What follows belongs to an exercise in optimizing a design on an open flow for small area, a short achievable clock period and few clock cycles per item; a production flow would make more cautious choices.
The RTL was checked by simulation tests, not by an equivalence proof against the original design.
No activity file was given, so power comes from the tool's default toggle rates.

== juniper ==
Design non_rest, start of the top module:
module non_rest #(parameter n=16, s=16) (output wire [s-1:0] QUOTIENT, REMAINDER, output wire done,
    input wire [n-1:0] x, y, input wire clk, reset, start);
    reg [15:0] Q, R, M;    
    reg [3:0]  cnt;        
    reg        fin;
    assign QUOTIENT  = Q;
    assign REMAINDER = R;
    assign done      = fin;
    wire        busy = |cnt;
    wire [16:0] T    = {R, Q[15]};
    wire [17:0] D    = {1'b0, T} - {2'b0, M};
    wire        qb   = ~D[17];
    wire y_le1 = ~|y[15:1];
    wire q0    = y_le1 & (~y[0] | x[15]);
    wire r0    = x[15] & ~(y_le1 & y[0]);
    wire c8 = |y[15:8];
    wire c4 = |y[15:4];
    always @(posedge clk, posedge reset)
        if (reset) begin
            cnt <= 4'd0; fin <= 1'b0;
        end else if (start) begin
            if (c8) begin cnt <= 4'd8; fin <= 1'b0; end
            else if (c4) begin cnt <= 4'd12; fin <= 1'b0; end
            else begin cnt <= 4'd15; fin <= 1'b0; end
        end else if (busy) begin
            cnt <= cnt - 4'd1;
            if (cnt == 4'd1) fin <= 1'b1;
        end
    always @(posedge clk)
        if (start) begin
            M <= y;
            if (c8) begin R <= {8'd0, x[15:8]}; Q <= {x[7:0], 8'd0}; end
            else if (c4) begin R <= {12'd0, x[15:12]}; Q <= {x[11:0], 4'd0}; end
            else begin R <= {15'd0, r0}; Q <= {x[14:0], q0}; end
        end else if (busy) begin
            R <= qb ? D[15:0] : T[15:0];
            Q <= {Q[14:0], qb};
        end
endmodule
==> flow/config.mk <==
export PLATFORM = sky130hd
export DESIGN_NAME = non_rest
export DESIGN_NICKNAME = non_rest
export VERILOG_FILES = /design/flow/design.v
export SDC_FILE = /design/flow/constraint.sdc
export NUM_CORES = 4
export LEC_CHECK = 0
export CAP_MARGIN = 20
export CORE_MARGIN = 2
export CORE_UTILIZATION = 60
export SETUP_SLACK_MARGIN = 3.5
export SLEW_MARGIN = 20
==> flow/constraint.sdc <==
create_clock -name core_clock -period 6.0 [get_ports {clk}]
set_input_delay 1.2000 -clock core_clock [delete_from_list [all_inputs] [get_ports {clk}]]
set_output_delay 1.2000 -clock core_clock [all_outputs]
set_load 0.01 [all_outputs]
standard.sh (not shown) runs the stock make flow with config.mk's settings and CLKGATE_MAP_FILE= SYNTH_SCRIPT=/design/flow/synth_recipe.tcl, a recipe that flattens the netlist after the stock synthesis.
==> flow/flow/run.sh <==
#!/bin/bash
# Standard layout, with the port buffers made from buf_1 cells instead of the
# default choice; the resizer still upsizes any of them that timing needs.
set -euo pipefail
bash standard.sh "BUFFER_PORTS_ARGS=-buffer_cell sky130_fd_sc_hd__buf_1" finish > orfs_make.log 2>&1
Testbench counts of juniper, summed over its fixed seeds: cycles 19,649, divisions 1,600.
Input changes introduced in onyx (baseline for comparison: juniper):
- PLACE_DENSITY newly set to 0.8
- CORE_UTILIZATION changed from 60 to 40
onyx vs juniper: area of the core up by more than half. juniper → onyx: total wire length after detailed routing went up by 8.1%, worst slew margin relative to its limit went down by 0.93 points, static leakage went up by 1.5%, largest driver fanout on the critical path went down by 7.
Input changes introduced in cedar (baseline for comparison: onyx):
- setting ABC_AREA to 1 for the first time
- removing PLACE_DENSITY (formerly 0.8)
onyx: all stages complete, timing, DRC and antenna checks passed
cedar: PASS, flow complete, no timing, DRC or antenna violations
Looking at capturing element of the worst setup path, the R[13] result is from onyx; the R[2] one comes from cedar.
Delta (cedar minus onyx): post-synthesis sequential area ratio lower; synthesized area higher.
Power dissipated by switching net loads in cedar vs onyx: up about 8%
Combinational share of power in cedar vs onyx: up 3.2 points
A main combinational cell family by area after synthesis of compound AO/OA/AOI/OAI gates is what onyx shows, while simple AND/OR/NAND/NOR gates belongs to cedar.
Wire length of the first global-routing pass: onyx and cedar compared, lower one is onyx
Inputs modified between cedar and umber:
- swapping 3.5 for 3.0 in SETUP_SLACK_MARGIN
- clearing ABC_AREA, which used to be 1
Results
- umber | stages: all done | timing, DRC, antenna: all pass
- On umber: clock network area share is 0.35 points higher than what cedar gave.
- Of umber and cedar, the lower met2 track demand over resource in global routing belongs to umber.
- Tightest slew margin relative to the limit ends up higher on cedar.
> inputs changed (umber -> nickel)
- SETUP_SLACK_MARGIN changed from 3.0 to 3.5
- Relative to umber, the total power of nickel is higher by 3.0%.
- For umber, the category of the most critical setup path was in2reg, unlike nickel, where it was reg2reg.
- umber → nickel: sequential share of layout area saw a decrease, actual slew at the worst max-slew pin saw an increase, final worst slack saw an increase, post-route clock skew saw a decrease.

[what the ideal ports hide]
In the flow no input, the clock included, has a driving cell. The finished layouts below were timed again as built, in two steps.
Step 1, drivers: a clkbuf_16 drives clk and a buf_2 each remaining input, both assumed.
Step 2 also shifts input and output timing later by t, the mid clock arrival at the registers, as if the neighbouring blocks saw the same clock.
Three values: ideal, step 1, step 2; two values: the first two.
| run | shift t [ns] | setup WS [ns] | worst setup path after step 2 | slew at the worst register clock pin (ns) | cell pins on the clock port's net |
|---|---|---|---|---|---|
| juniper | 0.335 | 3.570 / 3.570 / 3.304 | input to register | 0.10 / 0.10 | 1 |
| onyx | 0.338 | 3.532 / 3.532 / 3.297 | input to register | 0.11 / 0.11 | 1 |
| cedar | 0.330 | 3.661 / 3.671 / 3.341 | input to register | 0.10 / 0.10 | 1 |
| umber | 0.340 | 3.275 / 3.285 / 2.946 | input to register | 0.11 / 0.11 | 1 |
| nickel | 0.340 | 3.501 / 3.501 / 3.238 | input to register | 0.11 / 0.11 | 1 |
After both steps setup and hold are still met in every run listed. The setup slack of umber, which loses most, moves by +0.010 ns with the drivers and by -0.329 ns with both steps.
